What follows belongs to an exercise in optimizing a design on an open flow for small area; a production flow would make more cautious choices.
Only simulation tests tie the RTL to the original design; equivalence was not proved.
Power is estimated from default activity; no workload was simulated.

==> flow/design.v (outline; a module is shown in full before it is edited, if it fits) <==
// module usb_device_controller: 746 lines
// module usb_init: 241 lines
// module usb_transact: 468 lines
// module usb_packet: 275 lines
// module usb_control: 401 lines
// module USB_Device_Controller_Top: 129 lines
module USB_Device_Controller_Top
(
    input clk_i         ,
    input reset_i       ,
    output usbrst_o      ,
    output highspeed_o   ,
    output suspend_o     ,
    output online_o      ,
    input  [7:0]    txdat_i  ,
    input           txval_i  ,
    input  [11:0]   txdat_len_i  ,
    input  [3:0]    txiso_pid_i  ,
    input           txcork_i ,
    output          txpop_o  ,
    output          txact_o  ,
    output          txpktfin_o  ,
    output [7:0]    rxdat_o  ,
    output          rxval_o  ,
    input           rxrdy_i  ,
    output          rxact_o  ,
    output          rxpktval_o  ,
    output          setup_o,
    output [3:0]    endpt_o  ,
    output          sof_o    ,
    input  [7:0]    inf_alter_i,
    output [7:0]    inf_alter_o,
    output [7:0]    inf_sel_o,
    output          inf_set_o,
    output [9:0]    descrom_raddr_o,         
    input  [7:0]    descrom_rdata_i,         
    input  [9:0]    desc_dev_addr_i,         
    input  [7:0]    desc_dev_len_i,          
    input  [9:0]    desc_qual_addr_i,        
    input  [7:0]    desc_qual_len_i,         
    input  [9:0]    desc_fscfg_addr_i,       
    input  [7:0]    desc_fscfg_len_i,        
    input  [9:0]    desc_hscfg_addr_i,       
    input  [7:0]    desc_hscfg_len_i,        
    input  [9:0]    desc_oscfg_addr_i,       
    input  [9:0]    desc_strlang_addr_i,     
    input  [9:0]    desc_strvendor_addr_i,   
    input  [7:0]    desc_strvendor_len_i,    
    input  [9:0]    desc_strproduct_addr_i,  
    input  [7:0]    desc_strproduct_len_i,   
    input  [9:0]    desc_strserial_addr_i,   
    input  [7:0]    desc_strserial_len_i,    
    input           desc_have_strings_i,     
    output [7:0] utmi_dataout_o   ,
    output       utmi_txvalid_o   ,
    input        utmi_txready_i   ,
    input  [7:0] utmi_datain_i    ,
    input        utmi_rxactive_i  ,
    input        utmi_rxvalid_i   ,
    input        utmi_rxerror_i   ,
    input  [1:0] utmi_linestate_i ,
    output [1:0] utmi_opmode_o    ,
    output       utmi_xcvrselect_o,
    output       utmi_termselect_o,
    output       utmi_reset_o
);
  // ...
==> flow/flow/run.sh <==
#!/bin/bash
# Own layout flow: the standard flow (standard.sh, unchanged synthesis) with
# plain buf_1 port buffers and a clock tree built without dummy loads.
set -uo pipefail
export BUFFER_PORTS_ARGS="-buffer_cell sky130_fd_sc_hd__buf_1"
export CTS_ARGS="-sink_clustering_enable -repair_clock_nets -dont_use_dummy_load"
bash standard.sh finish > flow_make.log 2>&1
==> flow/standard.sh <==
#!/bin/bash
# synth_recipe.tcl (not shown) runs the flow's synth.tcl, then flattens the netlist and writes it again
# the make line also repeats each setting of config.mk as NAME=value (left out here)
make -C /OpenROAD-flow-scripts/flow DESIGN_CONFIG=/design/flow/config.mk WORK_HOME=/design/flow/orfs CLKGATE_MAP_FILE= SYNTH_SCRIPT=/design/flow/synth_recipe.tcl "${@:-finish}"
==> flow/config.mk <==
export PLATFORM = sky130hd
export DESIGN_NAME = USB_Device_Controller_Top
export DESIGN_NICKNAME = USB_Device_Controller_Top
export VERILOG_FILES = /design/flow/design.v
export SDC_FILE = /design/flow/constraint.sdc
export NUM_CORES = 4
export LEC_CHECK = 0
export CAP_MARGIN = 20
export CORE_MARGIN = 2
export CORE_UTILIZATION = 40
export PLACE_DENSITY = 0.6
export SLEW_MARGIN = 20
==> flow/constraint.sdc <==
create_clock -name core_clock -period 10.0 [get_ports {clk_i}]
set_input_delay 2.0000 -clock core_clock [delete_from_list [all_inputs] [get_ports {clk_i}]]
set_output_delay 2.0000 -clock core_clock [all_outputs]
set_load 0.01 [all_outputs]
==> summary.txt, run 1 <==
- Entering global routing, the biggest net connects 54 pins.
- In this run, distinct cell masters in the synthesized netlist total 111.
- The count of plain and timing-repair buffers in the layout is 227.
- The average detailed-routed wire length per instance is 18.64 um.
- Yosys mapped a number of flops with a built-in enable equal to 85.
- Once placement completed, the tool counted placed cells totaling 2,862.
- The number of sequential cells in the layout is 315.
- The starting density of the core is 40.54%.
- The leakage power is 7.279 nW.
- Counting instances, the worst hold path has a depth of 1.
- The length in cells of the worst reg-to-reg path is 19.
- Leaving out fill and tap cells, the most frequent cell in the layout is nor2_1.
- Fill cells in the final layout number 4,456.
- The later pin in the worst-skew pair is clocked with a latency of 0.56 ns.
- Derived from the worst setup path, the maximum achievable clock frequency is 151.2 MHz.
- The register with the most flip-flops in the layout has 19 of them.
- The number of buffers created by CTS is 38.
- The kind of start point of the critical path is an input pin.
- The clock slew at the register clock pins of the worst setup and hold paths is 0.04 ns.
- For this block, wires on met1 add up to 23.17 mm.
- After detailed routing, the number of remaining DRC violations is 0.
- The final worst-path setup slack is 3.385 ns.
- The minimum period implied by the final worst setup slack is 6.615 ns.
- Of all the cell area in the finished design, the clock network holds 4.627%.
- The post-cts repair resize count is 0.
- The mux contribution to synthesized area is 3.108%.
- The aggregate negative setup slack is 0 ns.
- The count of nets left with antenna violations once routing finished came out at 0.
- The flow ran to the end and the layout has no timing, DRC or antenna violations.
- The antenna cell count is 0.
- The met3 track demand over resource is 3.493%.
- The kind of end point of the critical path is an output port.
- Setup violations remaining at the end of the flow were counted as 0.
- During placement, the flow inserted port buffers numbering 201.
- Setup repair after global routing left no endpoint under its margin.
==> module usb_device_controller, before the edit <==
module usb_device_controller
(
        input clk_i,
        input reset_i,
        output usbrst_o,
        output highspeed_o,
        output suspend_o,
        output online_o,
        input  [7:0]    txdat_i  ,
        input           txval_i  ,
        input  [11:0]   txdat_len_i,
        input  [3:0]    txiso_pid_i,
        input           txcork_i ,
        output          txpop_o  ,
        output          txact_o  ,
        output [7:0]    rxdat_o  ,
        output          rxval_o  ,
        input           rxrdy_i  ,
        output          rxact_o  ,
        output          rxpktval_o,
        output          txpktfin_o,
        output          setup_o,
        output [3:0]    endpt_o  ,
        output          sof_o    ,
        input  [7:0]    inf_alter_i,
        output [7:0]    inf_alter_o,
        output [7:0]    inf_sel_o,
        output          inf_set_o,
        output [15:0]   descrom_raddr_o,
        output [7:0]    desc_index_o,
        output [7:0]    desc_type_o,
        input  [7:0]    descrom_rdata_i,
        input  [15:0]    desc_dev_addr_i,
        input  [15:0]    desc_dev_len_i,
        input  [15:0]    desc_qual_addr_i,
        input  [15:0]    desc_qual_len_i,
        input  [15:0]    desc_fscfg_addr_i,
        input  [15:0]    desc_fscfg_len_i,
        input  [15:0]    desc_hscfg_addr_i,
        input  [15:0]    desc_hscfg_len_i,
        input  [15:0]    desc_oscfg_addr_i,
        input  [15:0]    desc_strlang_addr_i,
        input  [15:0]    desc_strvendor_addr_i,
        input  [15:0]    desc_strvendor_len_i,
        input  [15:0]    desc_strproduct_addr_i,
        input  [15:0]    desc_strproduct_len_i,
        input  [15:0]    desc_strserial_addr_i,
        input  [15:0]    desc_strserial_len_i,
        input           desc_have_strings_i,
        input  [15:0]    desc_hidrpt_addr_i,
        input  [15:0]    desc_hidrpt_len_i,
        output [7:0] utmi_dataout_o   ,
        output       utmi_txvalid_o   ,
        input        utmi_txready_i   ,
        input  [7:0] utmi_datain_i    ,
        input        utmi_rxactive_i  ,
        input        utmi_rxvalid_i   ,
        input        utmi_rxerror_i   ,
        input  [1:0] utmi_linestate_i ,
        output [1:0] utmi_opmode_o    ,
        output       utmi_xcvrselect_o,
        output       utmi_termselect_o,
        output       utmi_reset_o     ,
        output       ack_timeout_o    ,
        output       ack_received_o   , 
        output       ack_bad_packet_o
        ,output wire [3:0] transact_state_o
        ,output wire [3:0] crc_dbg_dataout_o
        ,input wire clk_120
        ,output wire stuck_in_2nd_or_3rd_state_o
        ,output wire [19:0] dev_controller_dbg_o
);
    parameter ENDPT_NUM = 0; 
    localparam ST_IDLE= 0;
    localparam ST_STALL= 1;
    localparam ST_NAK= 2;
    localparam ST_INSTART= 3;
    localparam ST_INSEND= 4;
    localparam ST_INDONE= 5;
    localparam ST_OUTRECV= 6;
    localparam ST_OUTNAK = 7;
    localparam ST_SETUP= 8;
    wire [7:0] txbuf_rdat;
    wire       usbi_usbrst;
    wire       usbi_highspeed;
    wire       usbi_suspend;
    wire       usbp_chirpk;
    wire       usbp_rxact;
    wire       usbp_rxrdy;
    wire       usbp_rxfin;
    wire [7:0] usbp_rxdat;
    wire       usbp_txact;
    wire       usbp_txrdy;
    wire [7:0] usbp_txdat;
    wire       usbt_in;
    wire       usbt_out;
    wire       usbt_setup;
    wire       usbt_ping;
    wire       usbt_fin;
    wire [3:0] usbt_endpt;
    wire       usbt_nak;
    wire       usbt_stall;
    wire       usbt_nyet;
    wire       usbt_send;
    wire       usbt_isync;
    wire       usbt_osync;
    wire       usbt_rxrdy;
    wire [7:0] usbt_rxdat;
    wire [1:0] usbt_type = 2'd0;  
    wire       usbt_txrdy;
    wire [7:0] usbt_txdat;
    wire [6:0] usbc_addr;
    wire       usbc_confd;
    wire [1:ENDPT_NUM] usbc_clr_in;
    wire [1:ENDPT_NUM] usbc_clr_out;
    wire [1:ENDPT_NUM] usbc_sethlt_in;
    wire [1:ENDPT_NUM] usbc_sethlt_out;
    wire       usbc_dscbusy;
    wire       usbc_dscrd;
    wire [7:0] usbc_dsctyp;
    wire [7:0] usbc_dscinx;
    wire [15:0] usbc_dscoff;
    reg  [15:0] descrom_raddr;
    reg  [15:0] descrom_start;
    reg  [15:0] usbc_dsclen;
    wire       usbc_selfpowered;
    wire       usbc_in;
    wire       usbc_out;
    wire       usbc_setup;
    wire       usbc_ping;
    wire       usbc_nak;
    wire       usbc_stall;
    wire       usbc_nyet;
    wire       usbc_send;
    wire       usbc_isync;
    wire [7:0] usbc_txdat;
    reg  [3:0] cur_state;
    reg  [3:0] next_state;
    reg [1:ENDPT_NUM] isync;
    reg [1:ENDPT_NUM] osync;
    reg [1:ENDPT_NUM] halt_in;
    reg [1:ENDPT_NUM] halt_out;
    reg [11 : 0] s_txbuf_stop;
    reg [11 : 0] s_bufptr;
    reg          s_isync;
    reg          s_osync;
    reg          s_halt_in;
    reg          s_halt_out;
    reg          s_endpt_rxrdy;
    reg          s_endpt_txcork;
    reg          s_endpt_tx_en;
    reg          s_nyet;
    wire         s_reset;
    wire         q_usbrst;
    wire         q_online;
    wire         q_highspeed;
    wire       usbp_txvalid_o;
    wire [1:0] usbi_opmode;
    wire [7:0] usbp_dataout_o;
    assign utmi_opmode_o = usbi_opmode;
    assign utmi_dataout_o = usbp_dataout_o;
    assign utmi_txvalid_o = usbp_txvalid_o; 
    wire [9:0] dev_packet_dbg_o;
    wire [9:0] dev_control_dbg_o;
    wire [9:0] dev_transact_dbg_o;
    assign dev_controller_dbg_o[0]  = isync[1];
    assign dev_controller_dbg_o[1]  = osync[1];
    assign dev_controller_dbg_o[2]  = usbt_fin;
    assign dev_controller_dbg_o[3]  = usbc_clr_in[1];
    assign dev_controller_dbg_o[4]  = usbc_clr_out[1];
    assign dev_controller_dbg_o[5]  = dev_control_dbg_o[0];
    assign dev_controller_dbg_o[6]  = dev_control_dbg_o[1];
    assign dev_controller_dbg_o[7]  = 1'b0;
    assign dev_controller_dbg_o[8]  = 1'b0;
    assign dev_controller_dbg_o[9]  = 1'b0;
    assign dev_controller_dbg_o[10] = 1'b0;
    assign dev_controller_dbg_o[11] = 1'b0;
    assign dev_controller_dbg_o[12] = 1'b0;
    assign dev_controller_dbg_o[13] = 1'b0;
    assign dev_controller_dbg_o[14] = 1'b0;
    assign dev_controller_dbg_o[15] = 1'b0;
    assign dev_controller_dbg_o[16] = 1'b0;
    assign dev_controller_dbg_o[17] = 1'b0;
    assign dev_controller_dbg_o[18] = 1'b0;
    assign dev_controller_dbg_o[19] = 1'b0;
    usb_init u_usb_init (
         .CLK             (clk_i            )
        ,.RESET           (s_reset          )
        ,.I_USBRST        (usbi_usbrst      )
        ,.I_HIGHSPEED     (usbi_highspeed   )
        ,.I_SUSPEND       (usbi_suspend     )
        ,.P_CHIRPK        (usbp_chirpk      )
        ,.PHY_RESET       (utmi_reset_o     )
        ,.PHY_LINESTATE   (utmi_linestate_i )
        ,.PHY_OPMODE      (usbi_opmode      )
        ,.PHY_XCVRSELECT  (utmi_xcvrselect_o)
        ,.PHY_TERMSELECT  (utmi_termselect_o)
    );  
    usb_packet u_usb_packet(
         .CLK             (clk_i            )
        ,.RESET           (usbi_usbrst      )
        ,.P_CHIRPK        (usbp_chirpk      )
        ,.P_RXACT         (usbp_rxact       )
        ,.P_RXRDY         (usbp_rxrdy       )
        ,.P_RXFIN         (usbp_rxfin       )
        ,.P_RXDAT         (usbp_rxdat       )
        ,.P_TXACT         (usbp_txact       )
        ,.P_TXRDY         (usbp_txrdy       )
        ,.P_TXDAT         (usbp_txdat       )
        ,.PHY_DATAOUT     (usbp_dataout_o   )
        ,.PHY_TXVALID     (usbp_txvalid_o   )
        ,.PHY_TXREADY     (utmi_txready_i   )
        ,.PHY_DATAIN      (utmi_datain_i    )
        ,.PHY_RXACTIVE    (utmi_rxactive_i  )
        ,.PHY_RXVALID     (utmi_rxvalid_i   )
        ,.PHY_RXERROR     (utmi_rxerror_i   )
        ,.clk_120 (clk_120) 
        ,.crc_dbg_dataout_o () 
        ,.dev_packet_dbg_o(dev_packet_dbg_o)
    );
    usb_transact usb_transact_inst(
         .CLK             (clk_i         )
        ,.RESET           (usbi_usbrst   )
        ,.T_IN            (usbt_in       )
        ,.T_OUT           (usbt_out      )
        ,.T_SOF           (sof_o         )
        ,.T_SETUP         (usbt_setup    )
        ,.T_PING          (usbt_ping     )
        ,.T_FIN           (usbt_fin      )
        ,.T_ADDR          (usbc_addr     )
        ,.T_ENDPT         (usbt_endpt    )
        ,.T_NAK           (usbt_nak      )
        ,.T_STALL         (usbt_stall    )
        ,.T_NYET          (usbt_nyet     )
        ,.T_SEND          (usbt_send     )
        ,.T_ISYNC         (usbt_isync    )
        ,.T_OSYNC         (usbt_osync    )
        ,.T_RXRDY         (usbt_rxrdy    )
        ,.T_RXDAT         (usbt_rxdat    )
        ,.T_TYPE          (usbt_type     )
        ,.T_PID_DATA      (txiso_pid_i   )
        ,.T_TXRDY         (usbt_txrdy    )
        ,.T_TXDAT         (usbt_txdat    )
        ,.I_HIGHSPEED     (usbi_highspeed)
        ,.P_RXACT         (usbp_rxact    )
        ,.P_RXRDY         (usbp_rxrdy    )
        ,.P_RXFIN         (usbp_rxfin    )
        ,.P_RXDAT         (usbp_rxdat    )
        ,.P_TXACT         (usbp_txact    )
        ,.P_TXRDY         (usbp_txrdy    )
        ,.P_TXDAT         (usbp_txdat    )
        ,.ack_timeout_o                  (ack_timeout_o )
        ,.ack_received_o                 (ack_received_o  )
        ,.ack_bad_packet_o               (ack_bad_packet_o)
        ,.transact_state_o               (transact_state_o)
        ,.stuck_in_2nd_or_3rd_state_o    (stuck_in_2nd_or_3rd_state_o)
        ,.dev_transact_dbg_o (dev_transact_dbg_o)
    );
    usb_control #(.NENDPT(ENDPT_NUM))
    usb_control_inst (
         .CLK                    (clk_i           )
        ,.RESET                  (usbi_usbrst     )
        ,.C_ADDR                 (usbc_addr       )
        ,.C_CONFD                (usbc_confd      )
        ,.C_CLRIN                (usbc_clr_in     )
        ,.C_CLROUT               (usbc_clr_out    )
        ,.C_HLTIN                (halt_in         )
        ,.C_HLTOUT               (halt_out        )
        ,.C_SHLTIN               (usbc_sethlt_in  )
        ,.C_SHLTOUT              (usbc_sethlt_out )
        ,.C_INTERFACE_ALTER_I    (inf_alter_i     )
        ,.C_INTERFACE_ALTER_O    (inf_alter_o     )
        ,.C_INTERFACE            (inf_sel_o       )
        ,.C_INTERFACE_UPDATE     (inf_set_o       )
        ,.C_DSCBUSY              (usbc_dscbusy    )
        ,.C_DSCRD                (usbc_dscrd      )
        ,.C_DSCTYP               (usbc_dsctyp     )
        ,.C_DSCINX               (usbc_dscinx     )
        ,.C_DSCOFF               (usbc_dscoff     )
        ,.C_DSCLEN               (usbc_dsclen     )
        ,.C_SELFPOWERED          (usbc_selfpowered)
        ,.T_IN                   (usbc_in         )
        ,.T_OUT                  (usbc_out        )
        ,.T_SETUP                (usbc_setup      )
        ,.T_PING                 (usbc_ping       )
        ,.T_FIN                  (usbt_fin        )
        ,.T_NAK                  (usbc_nak        )
        ,.T_STALL                (usbc_stall      )
        ,.T_NYET                 (usbc_nyet       )
        ,.T_SEND                 (usbc_send       )
        ,.T_ISYNC                (usbc_isync      )
        ,.T_OSYNC                (usbt_osync      )
        ,.T_RXRDY                (usbt_rxrdy      )
        ,.T_RXDAT                (usbt_rxdat      )
        ,.T_TXRDY                (usbt_txrdy      )
        ,.T_TXDAT                (usbc_txdat      )
        ,.dev_control_dbg_o      (dev_control_dbg_o)
    );
    assign usbrst_o      = q_usbrst;
    assign highspeed_o   = q_highspeed;
    assign suspend_o     = usbi_suspend;
    assign online_o      = q_online;
    assign usbc_in     = (usbt_endpt == 4'b0000) ? usbt_in    : 0;
    assign usbc_out    = (usbt_endpt == 4'b0000) ? usbt_out   : 0;
    assign usbc_setup  = (usbt_endpt == 4'b0000) ? usbt_setup : 0;
    assign usbc_ping   = (usbt_endpt == 4'b0000) ? usbt_ping  : 0;
    assign usbc_selfpowered = 1'b0;
    assign usbt_nak    = (usbt_endpt == 4'b0000) ? usbc_nak : (next_state == ST_NAK) ? 1 : 0;
    assign usbt_stall  = (usbt_endpt == 4'b0000) ? usbc_stall : (next_state == ST_STALL) ? 1 : 0;
    assign usbt_nyet   = (usbt_endpt == 4'b0000) ? usbc_nyet  : s_nyet;
    assign usbt_send   = (usbt_endpt == 4'b0000) ? txval_i|usbc_send  : (cur_state == ST_INSEND) ? 1 : 0;
    assign usbt_isync  = (usbt_endpt == 4'b0000) ? endpt0_isync : s_isync;
    assign usbt_txdat  = (usbt_endpt == 4'b0000 && usbc_dscbusy == 0) ? (txval_i ? txbuf_rdat : usbc_txdat) : (usbt_endpt == 4'b0000) ? descrom_rdata_i : txbuf_rdat;
    assign s_reset     = reset_i;
    assign q_online    = usbc_confd;
    assign q_usbrst    = usbi_usbrst;
    assign q_highspeed = usbi_highspeed;
    wire [ENDPT_NUM:0] endpt_in;
    wire [ENDPT_NUM:0] endpt_out;
    genvar i;
    generate
        for(i=1;i<=ENDPT_NUM;i=i+1) begin : halt_sync
            always @(posedge clk_i) begin
                if (s_reset == 1) begin
                    halt_in[i] <= 0;
                    halt_out[i] <= 0;
                end
                else if (usbi_usbrst == 1) begin
                    halt_in[i] <= 0;
                    halt_out[i] <= 0;
                end
                else begin
                    halt_in[i] <= (halt_in[i] || usbc_sethlt_in[i]) && (~usbc_clr_in[i]);
                    halt_out[i] <= (halt_out[i] || usbc_sethlt_out[i]) && (~usbc_clr_out[i]);
                end
            end
            always @(posedge clk_i) begin
                if (s_reset == 1) begin
                    isync[i] <= 0;
                    osync[i] <= 0;
                end
                else if (usbi_usbrst == 1) begin
                    isync[i] <= 0;
                    osync[i] <= 0;
                end
                else if (cur_state == ST_IDLE) begin
                    isync[i] <= isync[i] && (~usbc_clr_in[i]);
                    osync[i] <= osync[i] && (~usbc_clr_out[i]);
                end
                else if (cur_state == ST_INDONE) begin
                    if ( (usbt_endpt == i) ) begin
                        if (usbt_type == 2'd1) begin
                            isync[i] <= 1'b0;
                        end
                        else if (usbt_fin == 1) begin
                            isync[i] <= ~isync[i];
                        end
                    end
                end
                else if (cur_state == ST_OUTRECV) begin
                    if ( (usbt_endpt == i) && (usbt_fin == 1) && (usbt_osync == osync[i])) begin
                        osync[i] <= ~osync[i];
                    end
                end
            end
        end
    endgenerate
    reg endpt0_isync;
    reg endpt0_osync;
    always @(posedge clk_i) begin
        if (s_reset == 1) begin
            endpt0_isync <= 1'b1;
            endpt0_osync <= 1'b1;
        end
        else if (usbi_usbrst == 1) begin
            endpt0_isync <= 1'b1;
            endpt0_osync <= 1'b1;
        end
        else if (cur_state == ST_SETUP) begin
            endpt0_isync <= 1'b1;
            endpt0_osync <= 1'b1;
        end
        else if (cur_state == ST_INDONE) begin
            if (usbt_endpt == 4'b0000) begin
                if (usbt_fin == 1) begin
                    endpt0_isync <= ~endpt0_isync;
                end
            end
        end
        else if (cur_state == ST_OUTRECV) begin
            if ( (usbt_endpt == 4'b0000) && (usbt_fin == 1) && (usbt_osync == endpt0_osync)) begin
                endpt0_osync <= ~endpt0_osync;
            end
        end
    end
    assign crc_dbg_dataout_o[0] = endpt0_isync; 
    assign crc_dbg_dataout_o[1] = endpt0_osync; 
    assign crc_dbg_dataout_o[2] = isync[1]; 
    assign crc_dbg_dataout_o[3] = osync[1]; 
    always @(posedge clk_i) begin
        if (s_reset == 1) begin
            s_endpt_rxrdy  <= 1'b0;
            s_endpt_txcork <= 1'b0;
            s_halt_out     <= 1'b0;
            s_halt_in      <= 1'b0;
            s_osync        <= 1'b0;
            s_isync        <= 1'b0;
        end
        else begin
            s_endpt_rxrdy  <= rxrdy_i;
            s_endpt_txcork <= txcork_i;
            s_halt_out     <= (usbt_endpt >= 1 && usbt_endpt <= ENDPT_NUM) ? halt_out[usbt_endpt] : 1'b0;
            s_halt_in      <= (usbt_endpt >= 1 && usbt_endpt <= ENDPT_NUM) ? halt_in[usbt_endpt] : 1'b0;
            s_osync        <= (usbt_endpt >= 1 && usbt_endpt <= ENDPT_NUM) ? osync[usbt_endpt] : 1'b0;
            s_isync        <= (usbt_endpt >= 1 && usbt_endpt <= ENDPT_NUM) ? isync[usbt_endpt] : 1'b0;
        end
    end
    always @(posedge clk_i) begin
        if (s_reset == 1) begin
            s_txbuf_stop   <= 12'd32;
        end
        else begin
            s_txbuf_stop <= txdat_len_i;  
        end
    end
    generate
       for(i=0;i<=ENDPT_NUM;i=i+1) begin : set_endpt
            assign endpt_in[i]  = (usbt_endpt == i);
            assign endpt_out[i] = (usbt_endpt == i);
        end
    endgenerate
    always @(posedge clk_i) begin
        if (s_reset == 1) begin
            cur_state <= ST_IDLE;
        end
        else begin
            cur_state <= next_state;
        end
    end
    always @(*) begin
        if (s_reset == 1) begin
            next_state = ST_IDLE;
        end
        else if (usbi_usbrst == 1) begin
            next_state  = ST_IDLE;
        end
        else begin
            case (cur_state)
                ST_IDLE : begin
                    if ((usbt_out == 1)&&(|endpt_out))begin
                        if (s_halt_out == 1) begin
                            next_state = ST_STALL;
                        end
                        else if (s_endpt_rxrdy == 1) begin
                            next_state = ST_OUTRECV;
                        end
                        else begin
                            next_state = ST_OUTNAK;
                        end
                    end
                    else if (usbt_setup == 1)begin
                        next_state = ST_SETUP;
                    end
                    else if ((usbt_in == 1)&&(|endpt_in)) begin
                        if (s_halt_in == 1)
                            next_state = ST_STALL;
                        else if (s_endpt_txcork == 0) begin
                            next_state = ST_INSTART;
                        end else begin
                            next_state = ST_NAK;
                        end
                    end
                    else if ((usbt_ping == 1) && (|endpt_out)) begin
                        if (s_endpt_rxrdy == 1) begin
                            next_state = ST_IDLE;
                        end
                        else begin
                            next_state = ST_NAK;
                        end
                    end
                    else begin
                        next_state = ST_IDLE;
                    end
                end
                ST_STALL :
                    if ((usbt_in == 0) && (usbt_out == 0) && (usbt_ping == 0)) begin
                        next_state = ST_IDLE;
                    end
                    else begin
                        next_state = ST_STALL;
                    end
                ST_NAK :
                    if ((usbt_in == 0) && (usbt_out == 0) && (usbt_ping == 0)) begin
                        next_state = ST_IDLE;
                    end
                    else begin
                        next_state = ST_NAK;
                    end
                ST_INSTART : begin
                    if (usbt_in == 0)
                        next_state = ST_IDLE;
                    else if (s_bufptr == s_txbuf_stop) begin
                        next_state = ST_INDONE;
                    end
                    else begin
                        next_state = ST_INSEND;
                    end
                end
                ST_INSEND :
                    if (usbt_in == 0) begin
                        next_state = ST_IDLE;
                    end
                     else if ( usbt_txrdy == 1) begin
                        if (s_bufptr >= s_txbuf_stop) begin
                            next_state = ST_INDONE;
                        end
                        else begin
                            next_state = ST_INSEND;
                        end
                    end
                    else begin
                        next_state = ST_INSEND;
                    end
                ST_INDONE : begin
                    if (usbt_in == 0) begin
                        next_state = ST_IDLE;
                    end
                    else if ( usbt_fin == 1) begin
                        next_state = ST_IDLE;
                    end
                    else begin
                        next_state = ST_INDONE;
                    end
                end
                ST_SETUP :
                    if (usbt_setup == 0) begin
                        next_state = ST_IDLE;
                    end
                    else begin
                        next_state = ST_SETUP;
                    end
                ST_OUTRECV :
                    if (usbt_out == 0) begin
                        next_state = ST_IDLE;
                    end
                    else begin
                        next_state = ST_OUTRECV;
                    end
                ST_OUTNAK :
                    if (usbt_out == 0) begin
                        next_state = ST_IDLE;
                    end
                    else if (usbt_rxrdy == 1) begin
                        if (usbt_type == 1'b1) begin
                            next_state = ST_IDLE;
                        end
                        else if (usbt_osync == s_osync) begin
                            next_state = ST_NAK;
                        end
                        else begin
                            next_state = ST_OUTNAK;
                        end
                    end
                    else begin
                        next_state = ST_OUTNAK;
                    end
                default: next_state  = ST_IDLE;
            endcase
        end
    end
    always @(posedge clk_i) begin
        if (s_reset == 1) begin
            s_bufptr <= 0; 
            s_endpt_tx_en <= 1'b0;
            s_nyet <= 0;
        end
        else if (usbi_usbrst == 1) begin
            s_bufptr <= 0; 
            s_endpt_tx_en <= 1'b0;
            s_nyet <= 0;
        end
        else begin
            case (cur_state)
                ST_IDLE : begin
                    s_bufptr <= 0;
                    s_nyet <= 0;
                    s_endpt_tx_en <= 1'b0;
                end
                ST_INSTART : begin
                    s_bufptr <= s_bufptr + 1'b1;
                    s_endpt_tx_en <= 1'b1;
                end
                ST_INSEND :
                     if ( usbt_txrdy == 1) begin
                    s_bufptr <= s_bufptr + 1;
                    end
                ST_OUTRECV :
                    if ( usbt_rxrdy == 1) begin
                        s_nyet <= ~s_endpt_rxrdy;
                    end
                default:;
            endcase
        end
    end
reg [7:0] rxdat_d0;
reg [7:0] rxdat_d1;
reg [7:0] rxdat_d2;
reg       rxval_d0;
reg       rxval_d1;
reg       rxval_d2;
always @ (posedge clk_i, posedge reset_i) begin
    if (reset_i) begin
        rxdat_d0 <= 8'd0;
        rxdat_d1 <= 8'd0;
        rxdat_d2 <= 8'd0;
        rxval_d0 <= 1'd0;
        rxval_d1 <= 1'd0;
        rxval_d2 <= 1'd0;
    end
    else begin
        if (cur_state == ST_OUTRECV && usbt_rxrdy == 1) begin
            rxdat_d0 <= usbt_rxdat;
            rxdat_d1 <= rxdat_d0;
            rxdat_d2 <= rxdat_d1;
            rxval_d0 <= 1'b1;
            rxval_d1 <= rxval_d0;
            rxval_d2 <= rxval_d1;
        end
        else if (cur_state == ST_SETUP && usbt_rxrdy == 1) begin
            rxdat_d0 <= usbt_rxdat;
            rxdat_d1 <= rxdat_d0;
            rxdat_d2 <= rxdat_d1;
            rxval_d0 <= 1'b1;
            rxval_d1 <= rxval_d0;
            rxval_d2 <= rxval_d1;
        end
        else if (cur_state == ST_OUTRECV && usbt_out == 0) begin
            rxdat_d0 <= 8'd0;
            rxdat_d1 <= 8'd0;
            rxdat_d2 <= 8'd0;
            rxval_d0 <= 1'd0;
            rxval_d1 <= 1'd0;
            rxval_d2 <= 1'd0;
        end
        else if (cur_state == ST_SETUP && usbt_setup == 0) begin
            rxdat_d0 <= 8'd0;
            rxdat_d1 <= 8'd0;
            rxdat_d2 <= 8'd0;
            rxval_d0 <= 1'd0;
            rxval_d1 <= 1'd0;
            rxval_d2 <= 1'd0;
        end
        else begin
            rxdat_d2 <= 8'd0;
            rxval_d2 <= 1'd0;
        end
    end
end
reg rx_packet_valid;
always @ (posedge clk_i, posedge reset_i) begin
    if (reset_i) begin
        rx_packet_valid <= 1'b0;
    end
    else begin
        if (cur_state == ST_OUTRECV) begin
            if (usbt_fin == 1) begin
                if (usbt_type == 1'b1) begin
                    rx_packet_valid <= 1'b1;
                end
                else if (usbt_osync == s_osync) begin
                    rx_packet_valid <= 1'b1;
                end
                else begin
                    rx_packet_valid <= 1'b0;
                end
            end
            else begin
                rx_packet_valid <= 1'b0;
            end
        end
        else begin
            rx_packet_valid <= 1'b0;
        end
    end
end
assign txpktfin_o = (cur_state == ST_INDONE)&(usbt_fin == 1);
assign txbuf_rdat = txdat_i;
assign rxdat_o  = ((cur_state == ST_OUTRECV)|(cur_state == ST_SETUP)) ? rxdat_d2 : 0;
assign rxval_o  = ((cur_state == ST_OUTRECV)|(cur_state == ST_SETUP)) ? rxval_d2 : 0;
assign rxact_o  = (cur_state == ST_OUTRECV);
assign rxpktval_o = rx_packet_valid;
assign setup_o = (cur_state == ST_SETUP);
assign endpt_o  = usbt_endpt;
assign txpop_o  = usbt_txrdy;
assign txact_o  = s_endpt_tx_en;
    assign desc_index_o = usbc_dscinx;
    assign desc_type_o  = usbc_dsctyp;
    always @(*) 
    begin
        descrom_start <= 0;
        usbc_dsclen <= 0;
        case (usbc_dsctyp)
            8'h01 : begin    
                descrom_start <= desc_dev_addr_i;
                usbc_dsclen   <= desc_dev_len_i;
            end
            8'h02 : begin    
                if (usbc_dscinx == 0) begin
                    descrom_start <= desc_hscfg_addr_i;
                    usbc_dsclen   <= desc_hscfg_len_i;
                end
            end
            8'h03 : begin    
                case (usbc_dscinx)
                    0: begin  
                        descrom_start <= desc_strlang_addr_i;
                        usbc_dsclen <= 4;
                    end
                    default: begin  
                        descrom_start <= desc_strvendor_addr_i;
                        usbc_dsclen <= desc_strvendor_len_i;
                    end
                endcase
            end
            8'h06 : begin    
                    descrom_start <= desc_qual_addr_i;
                    usbc_dsclen   <= desc_qual_len_i;
            end
            8'h07 : begin    
                if (usbc_dscinx == 0) begin
                    descrom_start <= desc_hscfg_addr_i;
                    usbc_dsclen   <= desc_hscfg_len_i;
                end
            end
        endcase
    end
    always @(posedge clk_i) begin
        if (s_reset == 1) begin
           descrom_raddr <= 16'd0;
        end
        else if (usbc_dscrd == 1) begin
           descrom_raddr <= descrom_start + usbc_dscoff;
       end
    end
    assign descrom_raddr_o = descrom_raddr;
endmodule
==> module usb_init, before the edit <==
module usb_init #(
    parameter HSSUPPORT = 1 
)
(
    input wire CLK,
    input wire RESET,
    output wire I_USBRST,
    output wire I_HIGHSPEED,
    output wire I_SUSPEND,
    output wire P_CHIRPK,
    output wire PHY_RESET,
    input wire [1 : 0] PHY_LINESTATE,
    output wire [1 : 0] PHY_OPMODE,
    output wire         PHY_XCVRSELECT,
    output wire PHY_TERMSELECT
);
    localparam TIME_SUSPEND = 20'd180000;
    localparam TIME_RESET = 16'd10000;
    localparam TIME_SUSPRST = 20'd360000;
    localparam TIME_CHIRPK  = 20'd72000;
    localparam TIME_FILT = 8'd165;
    localparam TIME_WTFS = 20'd66000;
    localparam TIME_WTRSTHS = 20'd6000;
    localparam TIME_OVERFLOW = 20'd102000;
    localparam ST_INIT        = 4'h0;
    localparam ST_FSRESET    = 4'h1;
    localparam ST_FULLSPEED    = 4'h2;
    localparam ST_SUSPEND    = 4'h3;
    localparam ST_SUSPRESET    = 4'h4;
    localparam ST_SENDCHIRP    = 4'h5;
    localparam ST_RECVCHIRP    = 4'h6;
    localparam ST_HIGHSPEED    = 4'h7;
    localparam ST_HSREVERT    = 4'h8;
    reg [3 : 0] s_state;
    reg [13 : 0] s_timer1;
    reg [18 : 0] s_timer2;
    reg [2 : 0] s_chirpcnt;
    reg s_highspeed;
    reg s_suspend;
    reg [1 : 0] s_linestate;
    reg         s_reset;
    reg [1 : 0] s_opmode;
    reg         s_xcvrselect;
    reg         s_termselect;
    reg         s_chirpk;
    reg v_clrtimer1;
    reg v_clrtimer2;
    assign I_USBRST          = s_reset;
    assign I_HIGHSPEED       = s_highspeed;
    wire phy_linestate_rst;
    assign phy_linestate_rst =  (PHY_LINESTATE != 2'b01) ? 1'b1 : 1'b0;
    assign I_SUSPEND         = s_suspend & ~phy_linestate_rst;
    assign P_CHIRPK          = s_chirpk;
    assign PHY_RESET         = s_reset;
    assign PHY_OPMODE        = s_opmode;
    assign PHY_XCVRSELECT    = s_xcvrselect;
    assign PHY_TERMSELECT    = s_termselect;
    always@(posedge CLK) begin
        v_clrtimer1 <= 1'b0;
        v_clrtimer2 <= 1'b0;
        s_linestate <= PHY_LINESTATE;
        s_reset  <= 1'b0;
        s_chirpk <= 1'b0;
        if (RESET) begin
            s_reset      <= 1'b1;
            s_opmode     <= 2'b01;
            s_xcvrselect <= 1'b1;
            s_termselect <= 1'b1;
            v_clrtimer1  <= 1'b1;
            v_clrtimer2  <= 1'b1;
            s_highspeed  <= 1'b0;
            s_state      <= ST_INIT;
            s_timer1     <= 'h0;
            s_timer2     <= 'h0;
        end
        else begin
            case(s_state)
                ST_INIT : begin
                    s_opmode     <= 2'b01;    
                    s_xcvrselect <= 1'b1;     
                    s_termselect <= 1'b1;     
                    v_clrtimer1  <= 1'b1;
                    if(s_timer2 >= TIME_OVERFLOW) begin
                        v_clrtimer2 <= 1'b1;
                        s_state     <= ST_FULLSPEED;
                    end
                end
                ST_FSRESET : begin
                    s_highspeed  <= 1'b0;
                    s_opmode     <= 2'b00;    
                    s_xcvrselect <= 1'b1;     
                    s_termselect <= 1'b1;     
                    v_clrtimer1  <= 1'b1;
                    v_clrtimer2  <= 1'b1;
                    if(s_linestate != 2'b00) begin
                        s_state  <= ST_FULLSPEED;
                    end
                end
                ST_FULLSPEED : begin
                    s_highspeed  <= 1'b0;
                    s_opmode     <= 2'b00;    
                    s_xcvrselect <= 1'b1;     
                    s_termselect <= 1'b1;     
                    if(s_linestate != 2'b00) begin
                        v_clrtimer1 <= 1'b1;
                    end
                    if(s_linestate != 2'b01) begin
                        v_clrtimer2 <= 1'b1;
                    end
                    if(s_timer1 == TIME_RESET) begin
                        s_reset <= 1'b1;
                        s_state <= ST_SENDCHIRP;
                    end
                    else if(s_timer2 == TIME_SUSPEND) begin
                        s_state <= ST_SUSPEND;
                    end
                end
                ST_SUSPEND : begin
                    s_opmode     <= 2'b00;    
                    s_xcvrselect <= 'b1;     
                    s_termselect <= 'b1;     
                    v_clrtimer1  <= 'b1;
                    v_clrtimer2  <= 'b1;
                    if(s_linestate != 'b01) begin
                            if(s_highspeed == 1'b1) begin
                                if(s_linestate == 2'b10) begin
                                    s_state <= ST_HIGHSPEED;
                                end
                                else if(s_linestate == 2'b00) begin
                                    s_state <= ST_SUSPRESET;
                                end
                            end
                            else begin
                                s_state <= ST_FULLSPEED;
                            end
                    end
                end
                ST_SUSPRESET : begin
                    s_opmode     <= 2'b00;    
                    s_xcvrselect <= 1'b1;     
                    s_termselect <= 1'b1;     
                    if(s_linestate != 2'b00) begin
                        v_clrtimer1 <= 1'b1;
                    end
                    if(s_timer1 == TIME_RESET) begin
                        s_reset     <= 1'b1;
                        v_clrtimer2 <= 1'b1;
                        s_state     <= ST_SENDCHIRP;
                    end
                    if(s_timer2 == TIME_SUSPRST) begin
                        s_state <= ST_SUSPEND;
                    end
                end
                ST_SENDCHIRP : begin
                    s_highspeed  <= 1'b0;
                    s_opmode     <= 2'b10;    
                    s_xcvrselect <= 1'b0;     
                    s_termselect <= 1'b1;     
                    s_chirpk     <= 1'b1;     
                    v_clrtimer1  <= 1'b1;
                    if(s_timer2 == TIME_CHIRPK) begin
                        v_clrtimer2 <= 1'b1;
                        s_chirpcnt  <= 3'b000;
                        s_state     <= ST_RECVCHIRP;
                    end
                end
                ST_RECVCHIRP : begin
                    s_opmode     <= 2'b10;    
                    s_xcvrselect <= 1'b0;     
                    s_termselect <= 1'b1;     
                    if((s_chirpcnt[0] == 1'b0 && s_linestate != 2'b10) || (s_chirpcnt[0] == 1'b1 && s_linestate != 2'b01)) begin
                        v_clrtimer1 <= 1'b1;
                    end
                    if(s_timer2 == TIME_WTFS) begin
                        v_clrtimer1 <= 1'b1;
                        v_clrtimer2 <= 1'b1;
                        s_state     <= ST_FSRESET;
                    end
                    else if (s_timer1 == TIME_FILT) begin
                        if(s_chirpcnt == 5) begin
                            v_clrtimer2 <= 1'b1;
                            s_state     <= ST_HIGHSPEED;
                        end
                        s_chirpcnt  <= s_chirpcnt + 1;
                        v_clrtimer1 <= 1'b1;
                    end
                end
                ST_HIGHSPEED : begin
                    s_highspeed  <= 1'b1;
                    s_opmode     <= 2'b00;    
                    s_xcvrselect <= 1'b0;     
                    s_termselect <= 1'b0;     
                    if(s_linestate != 2'b00) begin
                        v_clrtimer2 <= 1'b1;
                    end
                    if(s_timer2 == TIME_SUSPEND) begin
                        v_clrtimer2 <= 1'b1;
                        s_state     <= ST_HSREVERT;
                    end
                end
                ST_HSREVERT : begin
                    s_opmode     <= 2'b00;    
                    s_xcvrselect <= 1'b1;     
                    s_termselect <= 1'b1;     
                    if(s_timer2 == TIME_WTRSTHS) begin
                        v_clrtimer2 <= 1'b1;
                        if(s_linestate == 2'b00) begin
                            s_reset <= 1'b1;
                            s_state <= ST_SENDCHIRP;
                        end
                        else begin
                            s_state <= ST_SUSPEND;
                        end
                    end
                end
            endcase
            if(v_clrtimer1 == 1'b1) begin
                s_timer1 <= 'h0;
            end
            else begin
                s_timer1 <= s_timer1 + 1;
            end
            if(v_clrtimer2 == 1'b1) begin
                s_timer2 <= 'h0;
            end
            else begin
                s_timer2 <= s_timer2 + 1;
            end
        end
    end
    always@(posedge CLK) begin
        if(phy_linestate_rst || RESET) begin
            s_suspend <= 1'b0;
      end
        else begin
            if (s_state == ST_SUSPEND) begin
                s_suspend   <= 1'b1;
            end
        end
    end
endmodule
==> run 2: changes to the inputs <==
--- a/flow/design.v
+++ b/flow/design.v
@@ -57,25 +57,25 @@
         input        utmi_rxvalid_i   ,
         input        utmi_rxerror_i   ,
         input  [1:0] utmi_linestate_i ,
         output [1:0] utmi_opmode_o    ,
         output       utmi_xcvrselect_o,
         output       utmi_termselect_o,
         output       utmi_reset_o     ,
         output       ack_timeout_o    ,
-        output       ack_received_o   , 
+        output       ack_received_o   ,
         output       ack_bad_packet_o
         ,output wire [3:0] transact_state_o
         ,output wire [3:0] crc_dbg_dataout_o
         ,input wire clk_120
         ,output wire stuck_in_2nd_or_3rd_state_o
         ,output wire [19:0] dev_controller_dbg_o
 );
-    parameter ENDPT_NUM = 0; 
+    parameter ENDPT_NUM = 0;
     localparam ST_IDLE= 0;
     localparam ST_STALL= 1;
     localparam ST_NAK= 2;
     localparam ST_INSTART= 3;
     localparam ST_INSEND= 4;
     localparam ST_INDONE= 5;
     localparam ST_OUTRECV= 6;
     localparam ST_OUTNAK = 7;
@@ -135,17 +135,16 @@
     wire       usbc_isync;
     wire [7:0] usbc_txdat;
     reg  [3:0] cur_state;
     reg  [3:0] next_state;
     reg [1:ENDPT_NUM] isync;
     reg [1:ENDPT_NUM] osync;
     reg [1:ENDPT_NUM] halt_in;
     reg [1:ENDPT_NUM] halt_out;
-    reg [11 : 0] s_txbuf_stop;
     reg [11 : 0] s_bufptr;
     reg          s_isync;
     reg          s_osync;
     reg          s_halt_in;
     reg          s_halt_out;
     reg          s_endpt_rxrdy;
     reg          s_endpt_txcork;
     reg          s_endpt_tx_en;
@@ -154,17 +153,17 @@
     wire         q_usbrst;
     wire         q_online;
     wire         q_highspeed;
     wire       usbp_txvalid_o;
     wire [1:0] usbi_opmode;
     wire [7:0] usbp_dataout_o;
     assign utmi_opmode_o = usbi_opmode;
     assign utmi_dataout_o = usbp_dataout_o;
-    assign utmi_txvalid_o = usbp_txvalid_o; 
+    assign utmi_txvalid_o = usbp_txvalid_o;
     wire [9:0] dev_packet_dbg_o;
     wire [9:0] dev_control_dbg_o;
     wire [9:0] dev_transact_dbg_o;
     assign dev_controller_dbg_o[0]  = isync[1];
     assign dev_controller_dbg_o[1]  = osync[1];
     assign dev_controller_dbg_o[2]  = usbt_fin;
     assign dev_controller_dbg_o[3]  = usbc_clr_in[1];
     assign dev_controller_dbg_o[4]  = usbc_clr_out[1];
@@ -190,17 +189,17 @@
         ,.I_HIGHSPEED     (usbi_highspeed   )
         ,.I_SUSPEND       (usbi_suspend     )
         ,.P_CHIRPK        (usbp_chirpk      )
         ,.PHY_RESET       (utmi_reset_o     )
         ,.PHY_LINESTATE   (utmi_linestate_i )
         ,.PHY_OPMODE      (usbi_opmode      )
         ,.PHY_XCVRSELECT  (utmi_xcvrselect_o)
         ,.PHY_TERMSELECT  (utmi_termselect_o)
-    );  
+    );
     usb_packet u_usb_packet(
          .CLK             (clk_i            )
         ,.RESET           (usbi_usbrst      )
         ,.P_CHIRPK        (usbp_chirpk      )
         ,.P_RXACT         (usbp_rxact       )
         ,.P_RXRDY         (usbp_rxrdy       )
         ,.P_RXFIN         (usbp_rxfin       )
         ,.P_RXDAT         (usbp_rxdat       )
@@ -209,17 +208,17 @@
         ,.P_TXDAT         (usbp_txdat       )
         ,.PHY_DATAOUT     (usbp_dataout_o   )
         ,.PHY_TXVALID     (usbp_txvalid_o   )
         ,.PHY_TXREADY     (utmi_txready_i   )
         ,.PHY_DATAIN      (utmi_datain_i    )
         ,.PHY_RXACTIVE    (utmi_rxactive_i  )
         ,.PHY_RXVALID     (utmi_rxvalid_i   )
         ,.PHY_RXERROR     (utmi_rxerror_i   )
-        ,.clk_120 (clk_120) 
+        ,.clk_120 (clk_120)
         ,.crc_dbg_dataout_o () 
         ,.dev_packet_dbg_o(dev_packet_dbg_o)
     );
     usb_transact usb_transact_inst(
          .CLK             (clk_i         )
         ,.RESET           (usbi_usbrst   )
         ,.T_IN            (usbt_in       )
         ,.T_OUT           (usbt_out      )
@@ -388,20 +387,20 @@
             end
         end
         else if (cur_state == ST_OUTRECV) begin
             if ( (usbt_endpt == 4'b0000) && (usbt_fin == 1) && (usbt_osync == endpt0_osync)) begin
                 endpt0_osync <= ~endpt0_osync;
             end
         end
     end
-    assign crc_dbg_dataout_o[0] = endpt0_isync; 
-    assign crc_dbg_dataout_o[1] = endpt0_osync; 
-    assign crc_dbg_dataout_o[2] = isync[1]; 
-    assign crc_dbg_dataout_o[3] = osync[1]; 
+    assign crc_dbg_dataout_o[0] = endpt0_isync;
+    assign crc_dbg_dataout_o[1] = endpt0_osync;
+    assign crc_dbg_dataout_o[2] = isync[1];
+    assign crc_dbg_dataout_o[3] = osync[1];
     always @(posedge clk_i) begin
         if (s_reset == 1) begin
             s_endpt_rxrdy  <= 1'b0;
             s_endpt_txcork <= 1'b0;
             s_halt_out     <= 1'b0;
             s_halt_in      <= 1'b0;
             s_osync        <= 1'b0;
             s_isync        <= 1'b0;
@@ -410,22 +409,36 @@
             s_endpt_rxrdy  <= rxrdy_i;
             s_endpt_txcork <= txcork_i;
             s_halt_out     <= (usbt_endpt >= 1 && usbt_endpt <= ENDPT_NUM) ? halt_out[usbt_endpt] : 1'b0;
             s_halt_in      <= (usbt_endpt >= 1 && usbt_endpt <= ENDPT_NUM) ? halt_in[usbt_endpt] : 1'b0;
             s_osync        <= (usbt_endpt >= 1 && usbt_endpt <= ENDPT_NUM) ? osync[usbt_endpt] : 1'b0;
             s_isync        <= (usbt_endpt >= 1 && usbt_endpt <= ENDPT_NUM) ? isync[usbt_endpt] : 1'b0;
         end
     end
+    reg [11:0] bufptr_d;
+    always @(*) begin
+        if (s_reset == 1 || usbi_usbrst == 1 || cur_state == ST_IDLE)
+            bufptr_d = 12'd0;
+        else if (cur_state == ST_INSTART || (cur_state == ST_INSEND && usbt_txrdy == 1))
+            bufptr_d = s_bufptr + 1'b1;
+        else
+            bufptr_d = s_bufptr;
+    end
+    reg s_bufptr_eq_stop;
+    reg s_bufptr_ge_stop;
     always @(posedge clk_i) begin
+        s_bufptr <= bufptr_d;
         if (s_reset == 1) begin
-            s_txbuf_stop   <= 12'd32;
+            s_bufptr_eq_stop <= 1'b0;
+            s_bufptr_ge_stop <= 1'b0;
         end
         else begin
-            s_txbuf_stop <= txdat_len_i;  
+            s_bufptr_eq_stop <= (bufptr_d == txdat_len_i);
+            s_bufptr_ge_stop <= (bufptr_d >= txdat_len_i);
         end
     end
     generate
        for(i=0;i<=ENDPT_NUM;i=i+1) begin : set_endpt
             assign endpt_in[i]  = (usbt_endpt == i);
             assign endpt_out[i] = (usbt_endpt == i);
         end
     endgenerate
@@ -494,29 +507,29 @@
                         next_state = ST_IDLE;
                     end
                     else begin
                         next_state = ST_NAK;
                     end
                 ST_INSTART : begin
                     if (usbt_in == 0)
                         next_state = ST_IDLE;
-                    else if (s_bufptr == s_txbuf_stop) begin
+                    else if (s_bufptr_eq_stop) begin
                         next_state = ST_INDONE;
                     end
                     else begin
                         next_state = ST_INSEND;
                     end
                 end
                 ST_INSEND :
                     if (usbt_in == 0) begin
                         next_state = ST_IDLE;
                     end
                      else if ( usbt_txrdy == 1) begin
-                        if (s_bufptr >= s_txbuf_stop) begin
+                        if (s_bufptr_ge_stop) begin
                             next_state = ST_INDONE;
                         end
                         else begin
                             next_state = ST_INSEND;
                         end
                     end
                     else begin
                         next_state = ST_INSEND;
@@ -565,55 +578,47 @@
                         next_state = ST_OUTNAK;
                     end
                 default: next_state  = ST_IDLE;
             endcase
         end
     end
     always @(posedge clk_i) begin
         if (s_reset == 1) begin
-            s_bufptr <= 0; 
             s_endpt_tx_en <= 1'b0;
             s_nyet <= 0;
         end
         else if (usbi_usbrst == 1) begin
-            s_bufptr <= 0; 
             s_endpt_tx_en <= 1'b0;
             s_nyet <= 0;
         end
         else begin
             case (cur_state)
                 ST_IDLE : begin
-                    s_bufptr <= 0;
                     s_nyet <= 0;
                     s_endpt_tx_en <= 1'b0;
                 end
                 ST_INSTART : begin
-                    s_bufptr <= s_bufptr + 1'b1;
                     s_endpt_tx_en <= 1'b1;
                 end
-                ST_INSEND :
-                     if ( usbt_txrdy == 1) begin
-                    s_bufptr <= s_bufptr + 1;
-                    end
                 ST_OUTRECV :
                     if ( usbt_rxrdy == 1) begin
                         s_nyet <= ~s_endpt_rxrdy;
                     end
                 default:;
             endcase
         end
     end
 reg [7:0] rxdat_d0;
 reg [7:0] rxdat_d1;
 reg [7:0] rxdat_d2;
 reg       rxval_d0;
 reg       rxval_d1;
 reg       rxval_d2;
-always @ (posedge clk_i, posedge reset_i) begin
+always @ (posedge clk_i) begin
     if (reset_i) begin
         rxdat_d0 <= 8'd0;
         rxdat_d1 <= 8'd0;
         rxdat_d2 <= 8'd0;
         rxval_d0 <= 1'd0;
         rxval_d1 <= 1'd0;
         rxval_d2 <= 1'd0;
     end
@@ -652,17 +657,17 @@
         end
         else begin
             rxdat_d2 <= 8'd0;
             rxval_d2 <= 1'd0;
         end
     end
 end
 reg rx_packet_valid;
-always @ (posedge clk_i, posedge reset_i) begin
+always @ (posedge clk_i) begin
     if (reset_i) begin
         rx_packet_valid <= 1'b0;
     end
     else begin
         if (cur_state == ST_OUTRECV) begin
             if (usbt_fin == 1) begin
                 if (usbt_type == 1'b1) begin
                     rx_packet_valid <= 1'b1;
@@ -741,17 +746,17 @@
         else if (usbc_dscrd == 1) begin
            descrom_raddr <= descrom_start + usbc_dscoff;
        end
     end
     assign descrom_raddr_o = descrom_raddr;
 endmodule
 `timescale 1ns / 1ps
 module usb_init #(
-    parameter HSSUPPORT = 1 
+    parameter HSSUPPORT = 1
 )
 (
     input wire CLK,
     input wire RESET,
     output wire I_USBRST,
     output wire I_HIGHSPEED,
     output wire I_SUSPEND,
     output wire P_CHIRPK,
@@ -822,17 +827,17 @@
         end
         else begin
             case(s_state)
                 ST_INIT : begin
                     s_opmode     <= 2'b01;    
                     s_xcvrselect <= 1'b1;     
                     s_termselect <= 1'b1;     
                     v_clrtimer1  <= 1'b1;
-                    if(s_timer2 >= TIME_OVERFLOW) begin
+                    if(s_timer2 == TIME_OVERFLOW) begin
                         v_clrtimer2 <= 1'b1;
                         s_state     <= ST_FULLSPEED;
                     end
                 end
                 ST_FSRESET : begin
                     s_highspeed  <= 1'b0;
                     s_opmode     <= 2'b00;    
                     s_xcvrselect <= 1'b1;     
@@ -981,27 +986,27 @@
       end
         else begin
             if (s_state == ST_SUSPEND) begin
                 s_suspend   <= 1'b1;
             end
         end
     end
 endmodule
-module usb_transact 
+module usb_transact
 #(
-    parameter HSSUPPORT = 1 
+    parameter HSSUPPORT = 1
 )
 (
         input CLK,
         input RESET,
         output T_IN,
         output T_OUT,
         output T_SOF,
-        output T_SETUP,  
+        output T_SETUP,
         output T_PING,
         output T_FIN,
         input [6:0] T_ADDR,
         output [3:0] T_ENDPT,
         input T_NAK,
         input T_STALL,
         input T_NYET,
         input T_SEND,
@@ -1053,17 +1058,17 @@
     localparam ST_WAITSKIP = 4'd12;
     localparam ST_GETACK = 4'd13;
     reg [3:0] s_state;
     wire s_active;
     reg [3:0] transact_state;
     always @(posedge CLK) begin
         case (s_state)
             ST_IDLE     :   begin   transact_state <= 4'd0    ;end
-            ST_SKIP     :   begin   transact_state <= 4'd1    ;end  
+            ST_SKIP     :   begin   transact_state <= 4'd1    ;end
             ST_GETTOKEN1:   begin   transact_state <= 4'd2    ;end
             ST_GETTOKEN2:   begin   transact_state <= 4'd3    ;end
             ST_GETTOKEN3:   begin   transact_state <= 4'd4    ;end
             ST_GOTTOKEN :   begin   transact_state <= 4'd5    ;end
             ST_SENDSHAKE:   begin   transact_state <= 4'd6    ;end
             ST_GETDATA  :   begin   transact_state <= 4'd7    ;end
             ST_GOTDATA  :   begin   transact_state <= 4'd8    ;end
             ST_SENDDATA :   begin   transact_state <= 4'd9    ;end
@@ -1076,21 +1081,21 @@
     end
     assign transact_state_o = transact_state;
     wire stuck_in_2nd_or_3rd_state;
     reg [3:0] stuck_in_2nd_or_3rd_state_counter;
     assign stuck_in_2nd_or_3rd_state = (stuck_in_2nd_or_3rd_state_counter >= 4'd10) ? 1'b1 : 1'b0;
     assign stuck_in_2nd_or_3rd_state_o = stuck_in_2nd_or_3rd_state;
     reg s_in;
     reg s_out;
-    reg s_sof;
+    wire s_sof = ~(s_in | s_out | s_setup | s_ping);
     reg s_in_valid;
     reg s_out_valid;
     reg s_sof_valid;
-    reg s_setup   ;
+    reg s_setup  ;
     reg s_ping;
     reg s_finished;
     reg s_prevrxact;
     reg s_sendpid3;
     reg s_sendpid2;
     wire [3:0] s_sendpid = (s_state == ST_SENDDATA) ? {s_sendpid3, 3'b011} : {s_sendpid3, s_sendpid2, 2'b10};
     wire [7:0] s_sendpid_mirrored;
     assign s_sendpid_mirrored = {~s_sendpid, s_sendpid};
@@ -1119,22 +1124,21 @@
     assign s_active =
                  (s_state == ST_IDLE || s_state == ST_GOTTOKEN ||
                   s_state == ST_SENDSHAKE ||
                   s_state == ST_GETDATA || s_state == ST_GOTDATA ||
                   s_state == ST_SENDDATA || s_state == ST_SENDING ||
                   s_state == ST_WAITACK || s_state == ST_WAITSKIP || s_state == ST_GETACK);
 always @(posedge CLK)
     s_prevrxact     <= P_RXACT;
-always @(posedge CLK  ) begin
+always @(posedge CLK ) begin
     if(RESET) begin
         s_state         <= ST_IDLE;
         s_in            <= 0;
         s_out           <= 0;
-        s_sof           <= 0;
         s_in_valid      <= 1'b0;
         s_out_valid     <= 1'b0;
         s_sof_valid     <= 0;
         s_setup         <= 0;
         s_ping          <= 0;
         s_finished      <= 0;
         s_endpt         <= 0;
         s_osync         <= 0;
@@ -1165,17 +1169,16 @@
                             s_out   <= 1;
                             s_state <= ST_GETTOKEN1;
                         end
                         pid_in: begin
                             s_in    <= 1;
                             s_state <= ST_GETTOKEN1;
                         end
                         pid_sof: begin
-                            s_sof   <= 1;
                             s_state <= ST_GETTOKEN1;
                         end
                         pid_setup: begin
                             s_setup <= 1;
                             s_state <= ST_GETTOKEN1;
                         end
                         pid_ping: begin
                                 s_ping  <= 1;
@@ -1191,17 +1194,16 @@
                 stuck_in_2nd_or_3rd_state_counter <= 4'b0;
                 if(P_RXACT == 0) begin
                     s_state <= ST_IDLE;
                 end
             end
             ST_GETTOKEN1: begin
                 if(P_RXACT == 0) begin
                     s_state <= ST_IDLE;
-                    s_sof <= 1'b0;
                 end else if(P_RXRDY == 1) begin
                     if(s_sof == 1) begin  
                         s_state <= ST_GETTOKEN2;
                     end
                     else begin
                         s_endpt[0] <= P_RXDAT[7];
                         if ((P_RXDAT[6:0] == T_ADDR)) begin
                             s_state <= ST_GETTOKEN2;
@@ -1212,22 +1214,20 @@
                     end
                 end
                 if (stuck_in_2nd_or_3rd_state_counter < 4'd10) stuck_in_2nd_or_3rd_state_counter <= stuck_in_2nd_or_3rd_state_counter + 1'b1;
                 else stuck_in_2nd_or_3rd_state_counter <= stuck_in_2nd_or_3rd_state_counter;
             end
             ST_GETTOKEN2: begin
                 if (P_RXACT == 0) begin
                     s_state <= ST_IDLE;
-                    s_sof <= 1'b0;
                 end
                 else if (P_RXRDY == 1) begin
                     if(s_sof == 1) begin  
                         s_state <= ST_IDLE;
-                        s_sof <= 1'b0;
                         s_sof_valid <= 1;
                     end
                     else begin
                         s_endpt[3:1] <= P_RXDAT[2:0];
                         s_state <= ST_GETTOKEN3;
                     end
                 end
                 if (stuck_in_2nd_or_3rd_state_counter < 4'd10) stuck_in_2nd_or_3rd_state_counter <= stuck_in_2nd_or_3rd_state_counter + 1'b1;
==> flow/flow/run.sh (replaced) <==
#!/bin/bash
# Own layout flow: the standard flow (standard.sh, unchanged synthesis) with
#  - plain buf_1 cells as the input/output port buffers,
#  - synthesis buffers removed at floorplan instead of timing-driven placement,
#  - a clock tree of clkbuf_4 cells over clusters of at most 10 flip-flops, without dummy loads.
# All tool output goes to the ORFS logs under orfs/logs and to flow_make.log here.
set -uo pipefail
export BUFFER_PORTS_ARGS="-buffer_cell sky130_fd_sc_hd__buf_1"
export CTS_ARGS="-sink_clustering_enable -repair_clock_nets -dont_use_dummy_load -buf_list {sky130_fd_sc_hd__clkbuf_4} -sink_clustering_size 10 -sink_clustering_max_diameter 50"
export REMOVE_ABC_BUFFERS=1
bash standard.sh finish > flow_make.log 2>&1
==> flow/config.mk (replaced) <==
export PLATFORM = sky130hd
export DESIGN_NAME = USB_Device_Controller_Top
export DESIGN_NICKNAME = USB_Device_Controller_Top
export VERILOG_FILES = /design/flow/design.v
export SDC_FILE = /design/flow/constraint.sdc
export NUM_CORES = 4
export LEC_CHECK = 0
export ABC_AREA = 1
export CAP_MARGIN = 20
export CORE_MARGIN = 2
export CORE_UTILIZATION = 40
export GPL_TIMING_DRIVEN = 0
export PLACE_DENSITY = 0.6
export SLEW_MARGIN = 20
==> run 2 against run 1 <==
Non-clock buffer count shrank 21. Combinational power shrank 34%. Global-route usage grew 1.8 points. Final cell count grew 15%. Sequential share of layout area shrank 0.22 points. Clock-buffer cell count grew 5.
==> summary.txt, run 2 <==
- The library cell used most frequently in the layout, excluding fill and tap cells, is nand2_1.
- For this run, the number of Yosys warnings is 23.
- The startpoint of the tightest hold check path is u_usb_device_controller.rxdat_d1[6]$_SDFFE_PP0P_.
- The floorplan step defined a die boundary enclosing 46,620 um2.
- The maximum clock skew at final layout is 0.1312 ns.
- In this run the vertical extent of the chip is 215.9 um.
- The detailed-route wire length is 57.12 mm.
- The via count of the first global-routing pass is 16,750.
- The beginning of the critical path is txval_i.
- The leakage power was 7.639 nW (+4.9%).
- The per-instance average area after synthesis is 7.020 um2.
- The cell accounting for the most synthesized area is dfxtp_1.
- The number of flip-flops under the largest register name was 19 (unchanged).
- The total setup violations reported at the end of the flow is 0 (unchanged).
- By area the synthesized netlist is led by dfxtp_1 24%, edfxtp_1 14%, nand2_1 9.9%.
- The residual overflow from global routing is 0.
- The starting density of the core came to 40.53% (about the same).
- Of the total power, the clock network draws 21.7%.
- The number of buffers created by CTS is 43 (+13%).
- For this design the ratio of total power to cell area is 145.3 nW/um2.
- The placed wire-length estimate is 43.54 mm.
- The CTS tree is built.
- The global-route met2 utilization is 39.32%.
- The number of nets in the layout is 3,005.
- After synthesis the cells add up to 17,960 um2.
- The global router's overall resource usage is 23.79%.
- The most heavily used metal layer in global routing is met2.
- The final-report hold violation count is 0.
- The portion of the clock cycle consumed by the worst path in the final layout is 57.64%.
- At the end of routability-driven placement, the weighted congestion stood at 0.9391.
- The met1 routing resource usage after global routing is 30.98%.
- The most frequent cell after synthesis is nand2_1.
- Before antenna repair, the detailed router went through 6 iterations.
- The count of pins over their slew limit came to 0.
- The placement row count is 77.
- CTS built an H-tree with a depth of 2.
- The path class of the tightest hold or removal check is reg -> reg.
- Summed over its instances, the top area cell type makes up 24.41% of the synthesized netlist area.
- The clock network latency to the later pin of the worst-skew pair is 0.80 ns (+0.24 ns).
- The number of DRC violations after detailed-routing iteration 0 is 1,347.
- The achievable frequency is 173.5 MHz (+15%).
- The post-layout total power is 2.856 mW.
- The area growth from synthesis to layout is 9.410%.
- The switching component of the power is 1.065 mW.
- The post-cts repair resize count is 0 (unchanged).
- The average detailed-routed wire length per instance is 17.07 um (-8.4%).
- The number of setup buffers added after CTS is 0.
- By count the netlist is led by 476 x nand2_1, 371 x nor2_1, 349 x inv_1, 219 x dfxtp_1, 191 x o21ai_0.
- The flow ran to the end and the layout has no timing, DRC or antenna violations.
- The pin count of the biggest net entering global routing is 68 (+26%).
- The core utilization of the finished layout is 44.35%.
- Summing the sequential cell areas from Yosys gives 38.62% of the chip area.
- Data on the critical path arrives at its endpoint at 3.76 ns.
- The number of enable-type register cells in the synthesized netlist is 85 (unchanged).
- The internal power consumption is 1.791 mW.
- The met3 track demand over resource is 4.708% (+1.2 points).
- STA classifies the critical path endpoint as an output port.
- The part of the power in combinational logic is 27.8%.
- The clock slew at the register clock pins of the worst setup and hold paths was 0.10 ns (+0.06 ns).
- The remaining antenna violation count is 0 (unchanged).
- The switching power share of the total is 37.30%.
- The worst endpoint required time is 8.00 ns.
- The power share of the sequential group is 50.5%.
- The total via count after detailed routing is 17,990.
- For this run, asynchronously set or reset flops after synthesis account for 0%.
- The largest fanout of any net on the critical path is 15.
- The cell count after synthesis came out at 2,559.
- Hold repair after CTS inserted 0 buffers.
- The die is 215.9 um wide.
- The flip-flop and latch count after synthesis is 304.
- The minimum period implied by the final worst setup slack is 5.764 ns (-0.8506 ns).
- At the pin with the least slew margin, the transition time is 1.178 ns.
- The primary flip-flop cell chosen by synthesis mapping is dfxtp_1.
- The number of buffers added on ports is 201 (unchanged).
- The clock root buffer is clkbuf_4.
- Setup repair after global routing left no endpoint under its margin.
- The aggregate negative setup slack is 0 ns (unchanged).
- The number of clock sinks is 304.
- The max-capacitance violation count is 0.
- The top cell types in the final layout, fill and taps aside, are 476 x nand2_1, 371 x nor2_1, 348 x inv_1.
- The number of distinct standard cells referenced by the synthesized netlist came to 70 (-37%).
- The via-per-instance ratio is 5.376.
- The maximum buffer depth of the clock tree is 3.
- The core region is 44,320 um2.
- The initial antenna violation count is 1.
- The critical path is of the in -> out type.
- STA classifies the critical path startpoint as an input pin.
- The register with the most flip-flops in the final layout is u_usb_device_controller.u_usb_init.s_timer2.
- Across the VDD grid, the largest voltage drop is 0.00005537 V.
- The DRC violation count after routing is 0 (unchanged).
- Pin placement for this block handled 271 I/O pins.
- In the final layout, the share of cells above drive strength 1 is 5.447%.
- The worst slew margin relative to its limit is 20.89%.
- The global-route wire length before repair is 88.66 mm.
[run 2: cells by family after synthesis]
| kind of cell | Yosys count | share of synthesized area (%) |
|---|---|---|
| AOI/OAI and AO/OA | 511 | 16.52 |
| xor gates and xnor gates | 66 | 3.218 |
| adders and majority gates | 43 | 3.037 |
| buffers and inverters | 430 | 9.138 |
| DFF | 304 | 38.62 |
| and+or+nand+nor | 1205 | 29.47 |
[run 2: layout make-up]
class,count,area (um2)
inverters,376,1414
multi-input cells,1825,9425
flip-flops and latches,304,6938
fillers,4752,24660
diodes,1,2.502
well taps,592,740.7
clock buffers,43,322.8
repair buffers,206,810.8
[run 2: final timing paths]
check | slack (ns) | end | cells after the start
worst min register to register | 0.43 | u_usb_device_controller.rxdat_d2[6]$_SDFF_PP0_ | 2
worst max register to register | 5.26 | u_usb_device_controller.s_bufptr_ge_stop$_SDFF_PP0_ | 25
worst min-delay path | 0.43 | u_usb_device_controller.rxdat_d2[6]$_SDFF_PP0_ | 2
worst max-delay path | 4.24 | txpop_o | 10
[run 2: through the flow]
step                setup WS [ns]  instance area, um2  std cells  hold WS [ns]
floorplan                   5.314               17730       2505        0.4084
global route                4.104               19650       3347        0.4468
global placement            4.268               19230       3298        0.4221
finish                      4.236               19650       3347        0.4319
detailed placement          4.256               19310       3303        0.4203
CTS                         4.254               19640       3346        0.4354
[run 2: worst max-delay path: stages]
cell	delay, ns
buf_1	0.45
nor2_1	0.14
nand2_1	0.13
nand2_2	0.08
nand2_4	0.19
nand3_4	0.12
nand2_2	0.11
inv_2	0.05
nor2_4	0.27
buf_1	0.20
[run 2: power groups by stage]
stage	combinational, mW	sequential, mW	clock [mW]
final	0.794	1.44	0.621
after floorplan	0.545	1.44	0
after CTS	0.782	1.44	0.648
after detailed placement	0.778	1.47	0
after global routing	0.892	1.45	0.692
after global placement	0.764	1.47	0
[run 2: metal layers]
metal	share of wire (%)	wire (um)
met1	44	25340
met2	46	26040
met3	6.9	3928
met4	3.2	1810
met5	0	0

-- what the ideal ports hide --
No port has a modelled driver above. Below, the same layouts with a new extraction and two added sets of constraints. Step 1: set_driving_cell puts a clkbuf_16 on clk_i and a buf_2 on each other input, an assumption about the parent block. Step 2 times the ports against the registers' clock, not the clock port: input delays grow and output delays shrink by t, the midpoint of the rising clock arrivals with the driver on. Three values: ideal ports, drivers, drivers and shift; two values: the first two.
| run | t (ns) | setup slack, ns | hold WS [ns] | worst slew at a driven data input, ns |
|---|---|---|---|---|
| run 1 | 0.589 | 3.385 / 3.321 / 3.321 | 0.460 / 0.460 / 0.460 | 0.08 |
| run 2 | 0.787 | 4.236 / 4.211 / 4.211 | 0.432 / 0.432 / 0.432 | 0.04 |
After both steps setup and hold are still met in every run listed. For run 1, which loses most, drivers alone change the setup slack by -0.064 ns; drivers and shift together by -0.064 ns.
